Source: an optimization exercise on an open RTL-to-GDS flow (aim: small area). Production flows keep margins and buffers that such runs may drop.
The RTL was checked by simulation tests, not by an equivalence proof against the original design.
Power and IR drop assume default switching activity.

==> flow/run.sh <==
#!/bin/bash
# Own layout flow: the standard flow (standard.sh, unchanged synthesis, floorplan,
# power grid, placement, routing), with these changes:
#  - port buffers are sky130_fd_sc_hd__buf_1 instead of the default delay buffer;
set -euo pipefail
bash standard.sh \
  "BUFFER_PORTS_ARGS=-buffer_cell sky130_fd_sc_hd__buf_1" \
  "CTS_ARGS=-sink_clustering_enable -repair_clock_nets -dont_use_dummy_load -sink_clustering_size 24 -sink_clustering_max_diameter 70 -root_buf sky130_fd_sc_hd__clkbuf_8 -buf_list {sky130_fd_sc_hd__clkbuf_8 sky130_fd_sc_hd__clkbuf_16}" \
  finish > make_finish.log 2>&1
==> standard.sh <==
#!/bin/bash
# synth_recipe.tcl (not shown) runs the flow's synth.tcl, then flattens the netlist and writes it again
# the make line also repeats each setting of config.mk as NAME=value (left out here)
make -C /OpenROAD-flow-scripts/flow DESIGN_CONFIG=/design/flow/config.mk WORK_HOME=/design/flow/orfs CLKGATE_MAP_FILE= SYNTH_SCRIPT=/design/flow/synth_recipe.tcl "${@:-finish}"
==> config.mk <==
export PLATFORM = sky130hd
export DESIGN_NAME = procesador_singlecycle
export DESIGN_NICKNAME = procesador_singlecycle
export VERILOG_FILES = /design/flow/design.v
export SDC_FILE = /design/flow/constraint.sdc
export NUM_CORES = 4
export LEC_CHECK = 0
export CAP_MARGIN = 20
export CORE_MARGIN = 2
export CORE_UTILIZATION = 40
export SLEW_MARGIN = 20
==> constraint.sdc <==
create_clock -name core_clock -period 13.0 [get_ports {CLK}]
set_input_delay 2.6000 -clock core_clock [delete_from_list [all_inputs] [get_ports {CLK}]]
set_output_delay 2.6000 -clock core_clock [all_outputs]
set_load 0.01 [all_outputs]
==> design.v <==
module ALU (A, B, sub, f3, ALU_result, eq);
input  [31:0] A, B;
input  sub;
input  [2:0] f3;
output [31:0] ALU_result;
output eq;
wire [31:0] Bx = B ^ {32{sub}};
wire [31:0] p  = A ^ Bx;
wire [31:0] g  = A & Bx;
wire [31:0] c;
adder_carry ac (.g(g), .p(p), .cin(sub), .c(c));
wire [31:0] s  = p ^ c;
assign ALU_result = f3[2] ? (f3[1] ? (g | (p & {32{~f3[0]}})) : p) : s;
assign eq = ~|p;
endmodule
module adder_carry (g, p, cin, c);
input  [31:0] g, p;
input  cin;
output [31:0] c;    
wire g0c = g[0] | (p[0] & cin);
wire G1 = g[1] | (p[1] & g0c);
wire P2 = p[1] & p[0];
wire G3 = g[3] | (p[3] & g[2]);
wire P4 = p[3] & p[2];
wire G5 = g[5] | (p[5] & g[4]);
wire P6 = p[5] & p[4];
wire G7 = g[7] | (p[7] & g[6]);
wire P8 = p[7] & p[6];
wire G9 = g[9] | (p[9] & g[8]);
wire P10 = p[9] & p[8];
wire G11 = g[11] | (p[11] & g[10]);
wire P12 = p[11] & p[10];
wire G13 = g[13] | (p[13] & g[12]);
wire P14 = p[13] & p[12];
wire G15 = g[15] | (p[15] & g[14]);
wire P16 = p[15] & p[14];
wire G17 = g[17] | (p[17] & g[16]);
wire P18 = p[17] & p[16];
wire G19 = g[19] | (p[19] & g[18]);
wire P20 = p[19] & p[18];
wire G21 = g[21] | (p[21] & g[20]);
wire P22 = p[21] & p[20];
wire G23 = g[23] | (p[23] & g[22]);
wire P24 = p[23] & p[22];
wire G25 = g[25] | (p[25] & g[24]);
wire P26 = p[25] & p[24];
wire G27 = g[27] | (p[27] & g[26]);
wire P28 = p[27] & p[26];
wire G29 = g[29] | (p[29] & g[28]);
wire P30 = p[29] & p[28];
wire G31 = g[31] | (p[31] & g[30]);
wire P32 = p[31] & p[30];
wire G33 = g[2] | (p[2] & G1);
wire P34 = p[2] & P2;
wire G35 = G3 | (P4 & G1);
wire P36 = P4 & P2;
wire G37 = g[6] | (p[6] & G5);
wire P38 = p[6] & P6;
wire G39 = G7 | (P8 & G5);
wire P40 = P8 & P6;
wire G41 = g[10] | (p[10] & G9);
wire P42 = p[10] & P10;
wire G43 = G11 | (P12 & G9);
wire P44 = P12 & P10;
wire G45 = g[14] | (p[14] & G13);
wire P46 = p[14] & P14;
wire G47 = G15 | (P16 & G13);
wire P48 = P16 & P14;
wire G49 = g[18] | (p[18] & G17);
wire P50 = p[18] & P18;
wire G51 = G19 | (P20 & G17);
wire P52 = P20 & P18;
wire G53 = g[22] | (p[22] & G21);
wire P54 = p[22] & P22;
wire G55 = G23 | (P24 & G21);
wire P56 = P24 & P22;
wire G57 = g[26] | (p[26] & G25);
wire P58 = p[26] & P26;
wire G59 = G27 | (P28 & G25);
wire P60 = P28 & P26;
wire G61 = g[30] | (p[30] & G29);
wire P62 = p[30] & P30;
wire G63 = G31 | (P32 & G29);
wire P64 = P32 & P30;
wire G65 = g[4] | (p[4] & G35);
wire P66 = p[4] & P36;
wire G67 = G5 | (P6 & G35);
wire P68 = P6 & P36;
wire G69 = G37 | (P38 & G35);
wire P70 = P38 & P36;
wire G71 = G39 | (P40 & G35);
wire P72 = P40 & P36;
wire G73 = g[12] | (p[12] & G43);
wire P74 = p[12] & P44;
wire G75 = G13 | (P14 & G43);
wire P76 = P14 & P44;
wire G77 = G45 | (P46 & G43);
wire P78 = P46 & P44;
wire G79 = G47 | (P48 & G43);
wire P80 = P48 & P44;
wire G81 = g[20] | (p[20] & G51);
wire P82 = p[20] & P52;
wire G83 = G21 | (P22 & G51);
wire P84 = P22 & P52;
wire G85 = G53 | (P54 & G51);
wire P86 = P54 & P52;
wire G87 = G55 | (P56 & G51);
wire P88 = P56 & P52;
wire G89 = g[28] | (p[28] & G59);
wire P90 = p[28] & P60;
wire G91 = G29 | (P30 & G59);
wire P92 = P30 & P60;
wire G93 = G61 | (P62 & G59);
wire P94 = P62 & P60;
wire G95 = G63 | (P64 & G59);
wire P96 = P64 & P60;
wire G97 = g[8] | (p[8] & G71);
wire P98 = p[8] & P72;
wire G99 = G9 | (P10 & G71);
wire P100 = P10 & P72;
wire G101 = G41 | (P42 & G71);
wire P102 = P42 & P72;
wire G103 = G43 | (P44 & G71);
wire P104 = P44 & P72;
wire G105 = G73 | (P74 & G71);
wire P106 = P74 & P72;
wire G107 = G75 | (P76 & G71);
wire P108 = P76 & P72;
wire G109 = G77 | (P78 & G71);
wire P110 = P78 & P72;
wire G111 = G79 | (P80 & G71);
wire P112 = P80 & P72;
wire G113 = g[24] | (p[24] & G87);
wire P114 = p[24] & P88;
wire G115 = G25 | (P26 & G87);
wire P116 = P26 & P88;
wire G117 = G57 | (P58 & G87);
wire P118 = P58 & P88;
wire G119 = G59 | (P60 & G87);
wire P120 = P60 & P88;
wire G121 = G89 | (P90 & G87);
wire P122 = P90 & P88;
wire G123 = G91 | (P92 & G87);
wire P124 = P92 & P88;
wire G125 = G93 | (P94 & G87);
wire P126 = P94 & P88;
wire G127 = G95 | (P96 & G87);
wire P128 = P96 & P88;
wire G129 = g[16] | (p[16] & G111);
wire P130 = p[16] & P112;
wire G131 = G17 | (P18 & G111);
wire P132 = P18 & P112;
wire G133 = G49 | (P50 & G111);
wire P134 = P50 & P112;
wire G135 = G51 | (P52 & G111);
wire P136 = P52 & P112;
wire G137 = G81 | (P82 & G111);
wire P138 = P82 & P112;
wire G139 = G83 | (P84 & G111);
wire P140 = P84 & P112;
wire G141 = G85 | (P86 & G111);
wire P142 = P86 & P112;
wire G143 = G87 | (P88 & G111);
wire P144 = P88 & P112;
wire G145 = G113 | (P114 & G111);
wire P146 = P114 & P112;
wire G147 = G115 | (P116 & G111);
wire P148 = P116 & P112;
wire G149 = G117 | (P118 & G111);
wire P150 = P118 & P112;
wire G151 = G119 | (P120 & G111);
wire P152 = P120 & P112;
wire G153 = G121 | (P122 & G111);
wire P154 = P122 & P112;
wire G155 = G123 | (P124 & G111);
wire P156 = P124 & P112;
wire G157 = G125 | (P126 & G111);
wire P158 = P126 & P112;
wire G159 = G127 | (P128 & G111);
wire P160 = P128 & P112;
assign c[0] = cin;
assign c[1] = g0c;
assign c[2] = G1;
assign c[3] = G33;
assign c[4] = G35;
assign c[5] = G65;
assign c[6] = G67;
assign c[7] = G69;
assign c[8] = G71;
assign c[9] = G97;
assign c[10] = G99;
assign c[11] = G101;
assign c[12] = G103;
assign c[13] = G105;
assign c[14] = G107;
assign c[15] = G109;
assign c[16] = G111;
assign c[17] = G129;
assign c[18] = G131;
assign c[19] = G133;
assign c[20] = G135;
assign c[21] = G137;
assign c[22] = G139;
assign c[23] = G141;
assign c[24] = G143;
assign c[25] = G145;
assign c[26] = G147;
assign c[27] = G149;
assign c[28] = G151;
assign c[29] = G153;
assign c[30] = G155;
assign c[31] = G157;
endmodule
module ALUcontrol (Instruction, sub);
input  [31:0] Instruction;
output sub;
assign sub = Instruction[5] & Instruction[4] & Instruction[30];
endmodule
module control (Instruction, RegWrite, MemWrite, MemtoReg, UseRs2, Branch, SType);
input  [6:0] Instruction;
output RegWrite, MemWrite, MemtoReg, UseRs2, Branch, SType;
wire b4 = Instruction[4];
wire b5 = Instruction[5];
wire b6 = Instruction[6];
assign RegWrite = b4 | ~b5;             
assign MemWrite = b5 & ~b4 & ~b6;       
assign MemtoReg = ~b4;                  
assign UseRs2   = b5 & (b4 | b6);       
assign Branch   = b6;                   
assign SType    = b5;                   
endmodule
module generador_inmediato (instruction, SType, ImmIS, ImmB);
input  [31:0] instruction;
input  SType;
output [31:0] ImmIS;
output [31:1] ImmB;
assign ImmIS = {{21{instruction[31]}}, instruction[30:25],
                SType ? instruction[11:7] : instruction[24:20]};
assign ImmB  = {{20{instruction[31]}}, instruction[7], instruction[30:25], instruction[11:8]};
endmodule
module Register (CLK, RESET_N, RegWrite, RegRead_1, RegRead_2, w_reg, w_data, r_data1, r_data2);
input  CLK, RESET_N, RegWrite;
input  [4:0] RegRead_1, RegRead_2, w_reg;
input  [31:0] w_data;
output [31:0] r_data1, r_data2;
wire [31:1] we;
wire [31:0] wd = w_data & {32{RESET_N}};
wire [31:0] t1 [0:31];
wire [31:0] t2 [0:31];
assign t1[0] = {32{|RegRead_1}};
assign t2[0] = {32{|RegRead_2}};
genvar i;
generate
  for (i = 1; i < 32; i = i + 1) begin : r
    reg [31:0] q;
    assign we[i] = (RegWrite & (w_reg == i)) | ~RESET_N;
    always @(posedge CLK)
      q <= (wd & {32{we[i]}}) | (q & {32{~we[i]}});
    wire s1 = (RegRead_1 == i);
    wire s2 = (RegRead_2 == i);
    assign t1[i] = t1[i-1] & (q | {32{~s1}});
    assign t2[i] = t2[i-1] & (q | {32{~s2}});
  end
endgenerate
assign r_data1 = t1[31];
assign r_data2 = t2[31];
endmodule
module procesador_singlecycle (CLK,RESET_N,idata,ddata_r,iaddr,daddr,ddata_w,d_rw);
input CLK, RESET_N;
input  [31:0] idata;
input  [31:0] ddata_r;
output [31:0] iaddr, daddr;
output [31:0] ddata_w;
output d_rw;
wire RegWrite, MemtoReg, UseRs2, Branch, SType, sub, eq;
wire [31:0] ImmIS, rs1v, rs2v, alu;
wire [31:1] ImmB;
control control (.Instruction(idata[6:0]), .RegWrite(RegWrite), .MemWrite(d_rw),
                 .MemtoReg(MemtoReg), .UseRs2(UseRs2), .Branch(Branch), .SType(SType));
ALUcontrol ALUCONTROL (.Instruction(idata), .sub(sub));
generador_inmediato gen_Imm (.instruction(idata), .SType(SType), .ImmIS(ImmIS), .ImmB(ImmB));
Register Register (.CLK(CLK), .RESET_N(RESET_N), .RegWrite(RegWrite),
                   .RegRead_1(idata[19:15]), .RegRead_2(idata[24:20]), .w_reg(idata[11:7]),
                   .w_data(MemtoReg ? ddata_r : alu), .r_data1(rs1v), .r_data2(rs2v));
ALU ALU (.A(rs1v), .B(UseRs2 ? rs2v : ImmIS), .sub(sub), .f3(idata[14:12]),
         .ALU_result(alu), .eq(eq));
reg  [31:1] PC;
wire taken = Branch & (eq ^ idata[12]);      
wire [31:0] px = {PC, 1'b0};
wire [31:0] py = {taken ? ImmB : 31'd2, 1'b0};
wire [31:0] pc_c;
pc_carry pc_add (.g(px & py), .p(px ^ py), .cin(1'b0), .c(pc_c));
wire [31:0] npc = px ^ py ^ pc_c;
always @(posedge CLK or negedge RESET_N)
  if (!RESET_N) PC <= 31'b0;
  else PC <= npc[31:1];
assign iaddr   = {PC, 1'b0};
assign daddr   = alu;
assign ddata_w = rs2v;
endmodule
module pc_carry (g, p, cin, c);
input  [31:0] g, p;
input  cin;
output [31:0] c;    
wire g0c = g[0] | (p[0] & cin);
wire G1 = g[1] | (p[1] & g0c);
wire P2 = p[1] & p[0];
wire G3 = g[3] | (p[3] & g[2]);
wire P4 = p[3] & p[2];
wire G5 = g[5] | (p[5] & g[4]);
wire P6 = p[5] & p[4];
wire G7 = g[7] | (p[7] & g[6]);
wire P8 = p[7] & p[6];
wire G9 = g[9] | (p[9] & g[8]);
wire P10 = p[9] & p[8];
wire G11 = g[11] | (p[11] & g[10]);
wire P12 = p[11] & p[10];
wire G13 = g[13] | (p[13] & g[12]);
wire P14 = p[13] & p[12];
wire G15 = g[15] | (p[15] & g[14]);
wire P16 = p[15] & p[14];
wire G17 = g[17] | (p[17] & g[16]);
wire P18 = p[17] & p[16];
wire G19 = g[19] | (p[19] & g[18]);
wire P20 = p[19] & p[18];
wire G21 = g[21] | (p[21] & g[20]);
wire P22 = p[21] & p[20];
wire G23 = g[23] | (p[23] & g[22]);
wire P24 = p[23] & p[22];
wire G25 = g[25] | (p[25] & g[24]);
wire P26 = p[25] & p[24];
wire G27 = g[27] | (p[27] & g[26]);
wire P28 = p[27] & p[26];
wire G29 = g[29] | (p[29] & g[28]);
wire P30 = p[29] & p[28];
wire G31 = g[31] | (p[31] & g[30]);
wire P32 = p[31] & p[30];
wire G33 = G3 | (P4 & G1);
wire P34 = P4 & P2;
wire G35 = G7 | (P8 & G5);
wire P36 = P8 & P6;
wire G37 = G11 | (P12 & G9);
wire P38 = P12 & P10;
wire G39 = G15 | (P16 & G13);
wire P40 = P16 & P14;
wire G41 = G19 | (P20 & G17);
wire P42 = P20 & P18;
wire G43 = G23 | (P24 & G21);
wire P44 = P24 & P22;
wire G45 = G27 | (P28 & G25);
wire P46 = P28 & P26;
wire G47 = G31 | (P32 & G29);
wire P48 = P32 & P30;
wire G49 = G35 | (P36 & G33);
wire P50 = P36 & P34;
wire G51 = G39 | (P40 & G37);
wire P52 = P40 & P38;
wire G53 = G43 | (P44 & G41);
wire P54 = P44 & P42;
wire G55 = G47 | (P48 & G45);
wire P56 = P48 & P46;
wire G57 = G51 | (P52 & G49);
wire P58 = P52 & P50;
wire G59 = G55 | (P56 & G53);
wire P60 = P56 & P54;
wire G61 = G59 | (P60 & G57);
wire P62 = P60 & P58;
wire G63 = G53 | (P54 & G57);
wire P64 = P54 & P58;
wire G65 = G37 | (P38 & G49);
wire P66 = P38 & P50;
wire G67 = G41 | (P42 & G57);
wire P68 = P42 & P58;
wire G69 = G45 | (P46 & G63);
wire P70 = P46 & P64;
wire G71 = G5 | (P6 & G33);
wire P72 = P6 & P34;
wire G73 = G9 | (P10 & G49);
wire P74 = P10 & P50;
wire G75 = G13 | (P14 & G65);
wire P76 = P14 & P66;
wire G77 = G17 | (P18 & G57);
wire P78 = P18 & P58;
wire G79 = G21 | (P22 & G67);
wire P80 = P22 & P68;
wire G81 = G25 | (P26 & G63);
wire P82 = P26 & P64;
wire G83 = G29 | (P30 & G69);
wire P84 = P30 & P70;
wire G85 = g[2] | (p[2] & G1);
wire P86 = p[2] & P2;
wire G87 = g[4] | (p[4] & G33);
wire P88 = p[4] & P34;
wire G89 = g[6] | (p[6] & G71);
wire P90 = p[6] & P72;
wire G91 = g[8] | (p[8] & G49);
wire P92 = p[8] & P50;
wire G93 = g[10] | (p[10] & G73);
wire P94 = p[10] & P74;
wire G95 = g[12] | (p[12] & G65);
wire P96 = p[12] & P66;
wire G97 = g[14] | (p[14] & G75);
wire P98 = p[14] & P76;
wire G99 = g[16] | (p[16] & G57);
wire P100 = p[16] & P58;
wire G101 = g[18] | (p[18] & G77);
wire P102 = p[18] & P78;
wire G103 = g[20] | (p[20] & G67);
wire P104 = p[20] & P68;
wire G105 = g[22] | (p[22] & G79);
wire P106 = p[22] & P80;
wire G107 = g[24] | (p[24] & G63);
wire P108 = p[24] & P64;
wire G109 = g[26] | (p[26] & G81);
wire P110 = p[26] & P82;
wire G111 = g[28] | (p[28] & G69);
wire P112 = p[28] & P70;
wire G113 = g[30] | (p[30] & G83);
wire P114 = p[30] & P84;
assign c[0] = cin;
assign c[1] = g0c;
assign c[2] = G1;
assign c[3] = G85;
assign c[4] = G33;
assign c[5] = G87;
assign c[6] = G71;
assign c[7] = G89;
assign c[8] = G49;
assign c[9] = G91;
assign c[10] = G73;
assign c[11] = G93;
assign c[12] = G65;
assign c[13] = G95;
assign c[14] = G75;
assign c[15] = G97;
assign c[16] = G57;
assign c[17] = G99;
assign c[18] = G77;
assign c[19] = G101;
assign c[20] = G67;
assign c[21] = G103;
assign c[22] = G79;
assign c[23] = G105;
assign c[24] = G63;
assign c[25] = G107;
assign c[26] = G81;
assign c[27] = G109;
assign c[28] = G69;
assign c[29] = G111;
assign c[30] = G83;
assign c[31] = G113;
endmodule
==> impl_metrics.env, run 1 <==
export IMPL_reg2reg_to="PC[31]$_DFF_PN0_"
export IMPL_synthFlopType="edfxtp_1"
export IMPL_cp_startpoint="idata[18]"
export IMPL_grt_ovfl_total=0
export IMPL_clock_skew_ps=87.3
export IMPL_nFillCells=10200
export IMPL_clk_latency_ps=870
export IMPL_hold_violations=0
export IMPL_clkTransAtPathRegs_ps=90
export IMPL_drt_iter0_drc=8462
export IMPL_wl_per_cell_microns=44.8
export IMPL_fp_dieW_microns=342
export IMPL_synth_area_leaders="edfxtp_1, o22ai_1, nor2_1"
export IMPL_rrSetupSlack_ps=5050
export IMPL_viasPerCell=7.79
export IMPL_crit_arrival_ps=9110
export IMPL_worstMarginPinSlew_ps=1300
export IMPL_cts_buffers_inserted=54
export IMPL_antenna_found_initial=17
export IMPL_place_congestion=1.01
export IMPL_worst_path_max_fanout=17
export IMPL_cts_sinks=1023
export IMPL_drv_slew=0
export IMPL_fp_dieH_microns=342
export IMPL_dpl_cell_area_sq_um=49500
export IMPL_avgSynthCellArea_sq_um=12.8
export IMPL_holdCritPathClass="reg2reg"
export IMPL_syn2layout_area_growth_pct=11.4
export IMPL_vias=40800
export IMPL_portBuffers=157
export IMPL_synth_cells=3568
export IMPL_fmax_ghz=0.0854
export IMPL_leakage_nw=17.5
export IMPL_worstPathRequired_ps=10400
export IMPL_cts_tree="done"
export IMPL_synth_fp_nets=3715
export IMPL_syn_cell_area_sq_um=45700
export IMPL_status="timing/DRC/antenna clean"
export IMPL_power_density_nw_per_um2=157
export IMPL_std_cell_rows=123
export IMPL_rsz0062_at_grt="false"
export IMPL_nets=3879
export IMPL_dieArea_sq_um=117000
export IMPL_synth_cell_type_count=74
export IMPL_routed_wl_microns=235000
export IMPL_grt_max_degree=38
export IMPL_period_share=0.901
export IMPL_fp_coreArea_sq_um=113000
export IMPL_drc=0
export IMPL_h_tree_depth=2
export IMPL_drt_pass1_iterations=9
export IMPL_holdCritStartpoint="PC[1]$_DFF_PN0_"
export IMPL_grt_pass1_wl_microns=308000
export IMPL_holdPathStages=1
export IMPL_start_util=0.405
export IMPL_cts_buffer_depth=3
export IMPL_grtUsageTotal=0.388
export IMPL_final_layout_size_suffix_gt1_frac=0.108
export IMPL_ys_seq_elements=1023
export IMPL_cts_root_buf="clkbuf_8"
export IMPL_grt_pass1_vias=36800
export IMPL_setup_tns_ps=0
export IMPL_path_class="in2out"
export IMPL_async_reset_ff_frac=0.0303
export IMPL_cp_start_kind="input pin"
export IMPL_timing_max_slew_rel_slack=0.128
export IMPL_fin_crit_ps=11710
export IMPL_hold_buffers=0
export IMPL_yosys_warnings=2
export IMPL_yosysTopAreaCellShare=0.653
export IMPL_holdPathEnd="PC[1]$_DFF_PN0_"
export IMPL_final_area_sq_um=50900
export IMPL_ff2ff_path_depth=27
export IMPL_yosysTopAreaCell="edfxtp_1"
export IMPL_yosysSeqAreaShare=0.669
export IMPL_ctsResizeCount=0
export IMPL_antenna_left=0
export IMPL_ir_worst_vdd_mv=0.105
export IMPL_finalSetupViolations=0
export IMPL_ioPinCount=163
export IMPL_synth_edf_count=992
export IMPL_drv_cap=0
export IMPL_post_cts_repair_setup_buffers=0
export IMPL_end_kind="output port"
export IMPL_dp_hpwl_microns=134000
-- cell families (layout without fill, tap and decap cells) --
logic type      Yosys count  in the layout  share of synthesized area
buf+inv                 287            449                     0.0239
flops                  1023           1023                      0.669
other cells               1             14                  0.0000821
fa+ha+maj                81             81                     0.0255
mux                      31             31                    0.00685
compound gates         1239           1239                      0.174
simple gates            838            838                     0.0874
xor+xnor                 68             68                     0.0130
-- routing by layer --
layer | part of all wire | track usage
met5 | 0.0020 | 0.0131
met4 | 0.093 | 0.249
met3 | 0.20 | 0.211
met2 | 0.39 | 0.538
met1 | 0.31 | 0.463
-- Yosys cell counts, types with 20 or more instances --
| cell | n |
|---|---|
| edfxtp_1 | 992 |
| o22ai_1 | 881 |
| nor2_1 | 365 |
| clkbuf_1 | 165 |
| nor4_1 | 114 |
| nand2_1 | 109 |
| o21ai_0 | 104 |
| a21oi_1 | 79 |
| buf_1 | 74 |
| ha_1 | 61 |
| nand4_1 | 60 |
| nor3_1 | 56 |
| xnor2_1 | 51 |
| nand3_1 | 40 |
| inv_1 | 39 |
| dfrtp_1 | 31 |
| o221ai_1 | 30 |
| mux2i_1 | 29 |
| nor2b_1 | 28 |
| o22a_1 | 24 |
| fa_1 | 20 |
-- critical path, cell delays in order --
cell	delay (ps)
buf_1	250
nor3_1	160
nand2b_1	350
inv_1	130
nand2_2	840
buf_4	500
o21ai_0	180
nor4_1	400
nand4_1	150
nor3_1	830
ha_1	540
nand4_1	240
o211ai_1	200
a21o_1	270
a221o_1	400
xor2_1	150
o21ai_0	620
inv_1	90
buf_1	150
-- cells in the final DEF, fill, tap and decap left out, types with 30 or more instances in the layout --
master     netlist  routed
edfxtp_1       992     992
xnor2_1         51      51
nand4_1         60      60
nand2_2          0      63
o221ai_1        30      30
buf_1           74     154
a21oi_1         79      76
nand3_1         40      40
o22ai_1        881     881
nor3_1          56      52
ha_1            61      61
o21ai_4          0      31
buf_4            2     183
dfrtp_1         31      31
o21ai_0        104      73
clkbuf_16        0      49
nor2_1         365     364
inv_1           39      39
nor4_1         114     113
nand2_1        109      46
-- power breakdown --
part / total, W / switching, W / internal (W) / leakage [nW]
registers: 0.00449 / 0.000276 / 0.00422 / 10.5
logic: 0.00175 / 0.00125 / 0.000503 / 6.41
clock network: 0.00175 / 0.00106 / 0.000696 / 0.640
-- metrics by stage --
step	power (W)	hold WS [ps]	std cells	worst slack, ps	util
final	0.00799	535	5243	1290	0.451
after global routing	0.00816	548	5231	1340	0.451
after CTS	0.00785	533	5230	1640	0.450
after detailed placement	0.00620	509	5176	1570	0.439
after global placement	0.00618	490	5176	1580	0.439
after floorplan	0.00539	545	3568	3760	-
-- how the worst max path moves through the flow --
stage                            end  slack, ps  cells past startpoint
floorplan           PC[31]$_DFF_PN0_       3760                     32
global placement    PC[31]$_DFF_PN0_       1580                     31
detailed placement  PC[31]$_DFF_PN0_       1570                     31
CTS                        daddr[31]       1640                     20
global route               daddr[31]       1340                     19
finish                     daddr[25]       1290                     19
-- final cells by class --
type	instances	area (sq um)	share of cell area
diodes	13	32.5	0.000640
flip-flops and latches	1023	30600	0.601
well taps	1500	1880	0.0369
inverters	41	154	0.00303
clock buffers	54	1290	0.0255
multi-input cells	2258	14700	0.289
repair buffers	354	2250	0.0442
==> run 2, diff against run 1 <==
--- a/design.v
+++ b/design.v
@@ -13,3 +13,3 @@
 assign ALU_result = f3[2] ? (f3[1] ? (g | (p & {32{~f3[0]}})) : p) : s;
-assign eq = ~|p;
+assign eq = &p;
 endmodule
@@ -216,3 +216,3 @@
 output sub;
-assign sub = Instruction[5] & Instruction[4] & Instruction[30];
+assign sub = (Instruction[5] & Instruction[4] & Instruction[30]) | Instruction[6];
 endmodule
@@ -246,3 +246,13 @@
 wire [31:1] we;
-wire [31:0] wd = w_data & {32{RESET_N}};
+wire [3:0] we_lo;
+wire [7:0] we_hi;
+genvar k;
+generate
+  for (k = 0; k < 4; k = k + 1) begin : lo
+    assign we_lo[k] = (RegWrite & (w_reg[1:0] == k)) | ~RESET_N;
+  end
+  for (k = 0; k < 8; k = k + 1) begin : hi
+    assign we_hi[k] = (w_reg[4:2] == k) | ~RESET_N;
+  end
+endgenerate
 wire [31:0] t1 [0:31];
@@ -255,5 +265,5 @@
     reg [31:0] q;
-    assign we[i] = (RegWrite & (w_reg == i)) | ~RESET_N;
+    assign we[i] = we_lo[i % 4] & we_hi[i / 4];
     always @(posedge CLK)
-      q <= (wd & {32{we[i]}}) | (q & {32{~we[i]}});
+      q <= (w_data & {32{we[i]}}) | (q & {32{~we[i]}});
     wire s1 = (RegRead_1 == i);
@@ -281,5 +291,8 @@
 generador_inmediato gen_Imm (.instruction(idata), .SType(SType), .ImmIS(ImmIS), .ImmB(ImmB));
+wire sel_mem = MemtoReg & RESET_N;
+wire sel_alu = ~MemtoReg & RESET_N;
+wire [31:0] wdata = (ddata_r & {32{sel_mem}}) | (alu & {32{sel_alu}});
 Register Register (.CLK(CLK), .RESET_N(RESET_N), .RegWrite(RegWrite),
                    .RegRead_1(idata[19:15]), .RegRead_2(idata[24:20]), .w_reg(idata[11:7]),
-                   .w_data(MemtoReg ? ddata_r : alu), .r_data1(rs1v), .r_data2(rs2v));
+                   .w_data(wdata), .r_data1(rs1v), .r_data2(rs2v));
 ALU ALU (.A(rs1v), .B(UseRs2 ? rs2v : ImmIS), .sub(sub), .f3(idata[14:12]),
==> run 2 against run 1 <==
Still clean on timing, DRC and antenna. Non-clock buffer count fell by 9. Register-to-register slack improved by 130 ps. Utilization decreased by 0.14 points. Critical path type unchanged. Largest cell class unchanged. Largest power group unchanged.
==> impl_metrics.env, run 2 <==
export IMPL_synth_edf_count=992
export IMPL_drv_cap=0
export IMPL_synthFlopType="edfxtp_1"
export IMPL_portBuffers=157
export IMPL_final_area_sq_um=50700
export IMPL_power_density_nw_per_um2=157
export IMPL_cpMaxStageDelayCell="nor2_1"
export IMPL_post_cts_repair_setup_buffers=0
export IMPL_cts_sinks=1023
export IMPL_yosysTopAreaCell="edfxtp_1"
export IMPL_status="timing/DRC/antenna clean"
export IMPL_grtUsageTotal=0.380
export IMPL_drc=0
export IMPL_p_total_w=0.00795
export IMPL_ctsResizeCount=0
export IMPL_rrSetupSlack_ps=5180
export IMPL_hold_ws_ps=513
export IMPL_combPwrFrac=0.221
export IMPL_end_kind="output port"
export IMPL_final_cell_mix="edfxtp_1, o22ai_1, nor2_1"
export IMPL_leakage_nw=17.1
export IMPL_yosys_warnings=2
export IMPL_drv_slew=0
export IMPL_p_int_w=0.00538
export IMPL_cts_buffers_inserted=55
export IMPL_seq_power_share=0.557
export IMPL_cts_tree="done"
export IMPL_async_reset_ff_frac=0.0303
export IMPL_clk_latency_ps=870
export IMPL_grt_pass1_wl_microns=305000
export IMPL_final_layout_size_suffix_gt1_frac=0.103
export IMPL_worst_path_max_fanout=18
export IMPL_nets=3880
export IMPL_fp_coreArea_sq_um=113000
export IMPL_place_congestion=0.978
export IMPL_fp_dieH_microns=342
export IMPL_synth_area_leaders="edfxtp_1, o22ai_1, nor2_1"
export IMPL_yosysMostFrequentCell="edfxtp_1"
export IMPL_worstPathRequired_ps=10400
export IMPL_clkTransAtPathRegs_ps=50
export IMPL_slowest_delay_ps=890
export IMPL_vias=40500
export IMPL_cp_start_kind="input pin"
export IMPL_synth_commonest_cells="edfxtp_1, o22ai_1, nor2_1, clkbuf_1, nand2_1"
export IMPL_drt_pass1_iterations=9
export IMPL_hold_violations=0
export IMPL_rsz0062_at_grt="false"
export IMPL_syn2layout_area_growth_pct=11.0
export IMPL_timing_max_slew_rel_slack=0.0676
export IMPL_ys_seq_elements=1023
export IMPL_avgSynthCellArea_sq_um=12.8
export IMPL_antenna_left=0
export IMPL_finalSetupViolations=0
export IMPL_hold_buffers=0
export IMPL_switching_share=0.323
export IMPL_dp_hpwl_microns=132000
export IMPL_std_cell_rows=123
export IMPL_switchingPower_w=0.00256
export IMPL_reg2reg_to="PC[31]$_DFF_PN0_"
export IMPL_wl_per_cell_microns=43.8
export IMPL_setup_tns_ps=0
export IMPL_holdCritPathClass="reg2reg"
export IMPL_final_common_cell="edfxtp_1"
export IMPL_period_share=0.934
export IMPL_crit_arrival_ps=9540
export IMPL_synth_cells=3569
export IMPL_grt_pass1_vias=36900
export IMPL_pre_cts_ws_ps=1380
export IMPL_cts_buffer_depth=3
export IMPL_h_tree_depth=2
export IMPL_dpl_cell_area_sq_um=49300
export IMPL_grt_ovfl_total=0
export IMPL_endpoint="daddr[31]"
export IMPL_drt_iter0_drc=8897
export IMPL_path_cells="buf_1 -> nor2b_1 -> nand2_2 -> buf_4 -> buf_4 -> o22ai_1 -> nor2_1 -> nand4_1 -> nor2_1 -> a21oi_1 -> xnor2_1 -> ha_1 -> and3_1 -> and2_1 -> a311oi_1 -> and3_1 -> o2111ai_1 -> a41oi_1 -> xor2_1 -> o21ai_0 -> buf_1"
export IMPL_layout_setup_ws_ps=858
export IMPL_fin_crit_ps=12140
export IMPL_fp_dieW_microns=342
export IMPL_synth_fp_nets=3716
export IMPL_clock_skew_ps=95.9
export IMPL_routed_wl_microns=230000
export IMPL_cp_startpoint="idata[22]"
export IMPL_yosysSeqAreaShare=0.669
export IMPL_grt_max_degree=39
export IMPL_ir_worst_vdd_mv=0.0967
export IMPL_antenna_found_initial=18
export IMPL_cts_root_buf="clkbuf_8"
export IMPL_fmax_ghz=0.0824
export IMPL_path_class="in2out"
export IMPL_syn_cell_area_sq_um=45700
export IMPL_dieArea_sq_um=117000
export IMPL_synth_cell_type_count=76
export IMPL_p_clk_frac=0.222
export IMPL_viasPerCell=7.72
export IMPL_worstMarginPinSlew_ps=1390
export IMPL_yosysTopAreaCellShare=0.652
export IMPL_start_util=0.405
export IMPL_ioPinCount=163
export IMPL_ff2ff_path_depth=26
==> run 2: cell count changes after synthesis, moves of 7 or more <==
cell       previous run  this run
a22o_1                6        15
buf_1                74        60
buf_2                 4        15
clkbuf_1            165       154
nand3b_1              1        11
nor2_1              365       406
nor2b_1              28         9
nor3_1               56        79
nor4_1              114        92
o2111ai_1             5        12
o21ai_0             104        66
or4_1                14        27
==> run 2: power by group through the flow <==
| stage | logic [W] | registers, W | clock network (W) |
|---|---|---|---|
| final | 0.00175 | 0.00443 | 0.00176 |
| after global routing | 0.00181 | 0.00446 | 0.00184 |
| after CTS | 0.00166 | 0.00442 | 0.00174 |
| after detailed placement | 0.00166 | 0.00449 | 0 |
| after global placement | 0.00164 | 0.00448 | 0 |
| after floorplan | 0.000889 | 0.00443 | 0 |
==> run 2: routing by layer <==
layer,GRT usage,routed length [microns],vias up
met3,0.181,43200,1455
met5,0,300,-
met4,0.253,21600,32
li1,-,-,14800
met1,0.457,73300,19500
met2,0.540,91600,4742
==> run 2: final cells by class <==
class                           count  area, sq um
Clock buffer                       55         1320
Inverter                           45          169
Fill cell                       10200        62100
Multi-Input combinational cell   2263        14500
Antenna cell                       15         37.5
Sequential cell                  1023        30600
Tap cell                         1500         1880
Timing Repair Buffer              345         2220
==> run 2: how the worst min path moves through the flow <==
| stage | slack, ps | endpoint | from | depth (start not counted) |
|---|---|---|---|---|
| floorplan | 550 | PC[1]$_DFF_PN0_ | PC[1]$_DFF_PN0_ | 1 |
| global placement | 490 | PC[1]$_DFF_PN0_ | PC[1]$_DFF_PN0_ | 1 |
| detailed placement | 520 | PC[1]$_DFF_PN0_ | PC[1]$_DFF_PN0_ | 1 |
| CTS | 530 | PC[1]$_DFF_PN0_ | PC[1]$_DFF_PN0_ | 1 |
| global route | 540 | PC[1]$_DFF_PN0_ | PC[1]$_DFF_PN0_ | 1 |
| finish | 510 | PC[1]$_DFF_PN0_ | PC[1]$_DFF_PN0_ | 1 |
==> run 2: critical path: cells and delay by family <==
| kind | cells | cell delay, ps |
|---|---|---|
| compound gates | 6 | 1650 |
| xor+xnor | 2 | 350 |
| fa+ha+maj | 1 | 390 |
| buf+inv | 4 | 1370 |
| simple gates | 8 | 3120 |
==> run 2: cells by family (layout without fill, tap and decap cells) <==
| logic type | Yosys count | after routing | share of synthesized area |
|---|---|---|---|
| multiplexers | 27 | 27 | 0.00600 |
| AND/OR/NAND/NOR | 893 | 893 | 0.0935 |
| adder cells (fa/ha/maj) | 81 | 81 | 0.0255 |
| flip-flops | 1023 | 1023 | 0.669 |
| buffers and inverters | 283 | 445 | 0.0248 |
| XOR/XNOR | 66 | 66 | 0.0127 |
| other | 1 | 16 | 0.0000821 |
| AO/OA/AOI/OAI | 1195 | 1195 | 0.168 |
==> run 2: metrics by stage <==
stage,utilization,instances
after floorplan,-,3569
final,0.449,5246
after detailed placement,0.437,5175
after global routing,0.449,5235
after CTS,0.448,5230
after global placement,0.436,5172

## static timing again, ports no longer ideal
The results above use ideal ports. As a check the final layouts listed here were re-extracted and re-timed, cells and wires unchanged.
Step 1 assumes that a clkbuf_16 drives the clock port and a buf_2 every other input.
Step 2 moves the port delays by t, midway between the first and last clock arrival at a register: inputs arrive t later, outputs are due t later. That takes back most of the time a late clock gives input paths.
Slacks: no drivers / after step 1 / after step 2; pairs: no drivers / after step 1.
run | t, ns | setup slack, ns | slew at the worst register clock pin (ns)
run 1 | 0.899 | 1.293 / 1.185 / 0.948 | 0.11 / 0.11
run 2 | 0.893 | 0.858 / 0.806 / 0.806 | 0.11 / 0.11
After both steps every run listed still meets setup and hold. For run 1, which loses most, drivers alone change the setup slack by -0.108 ns; drivers and shift together by -0.345 ns.
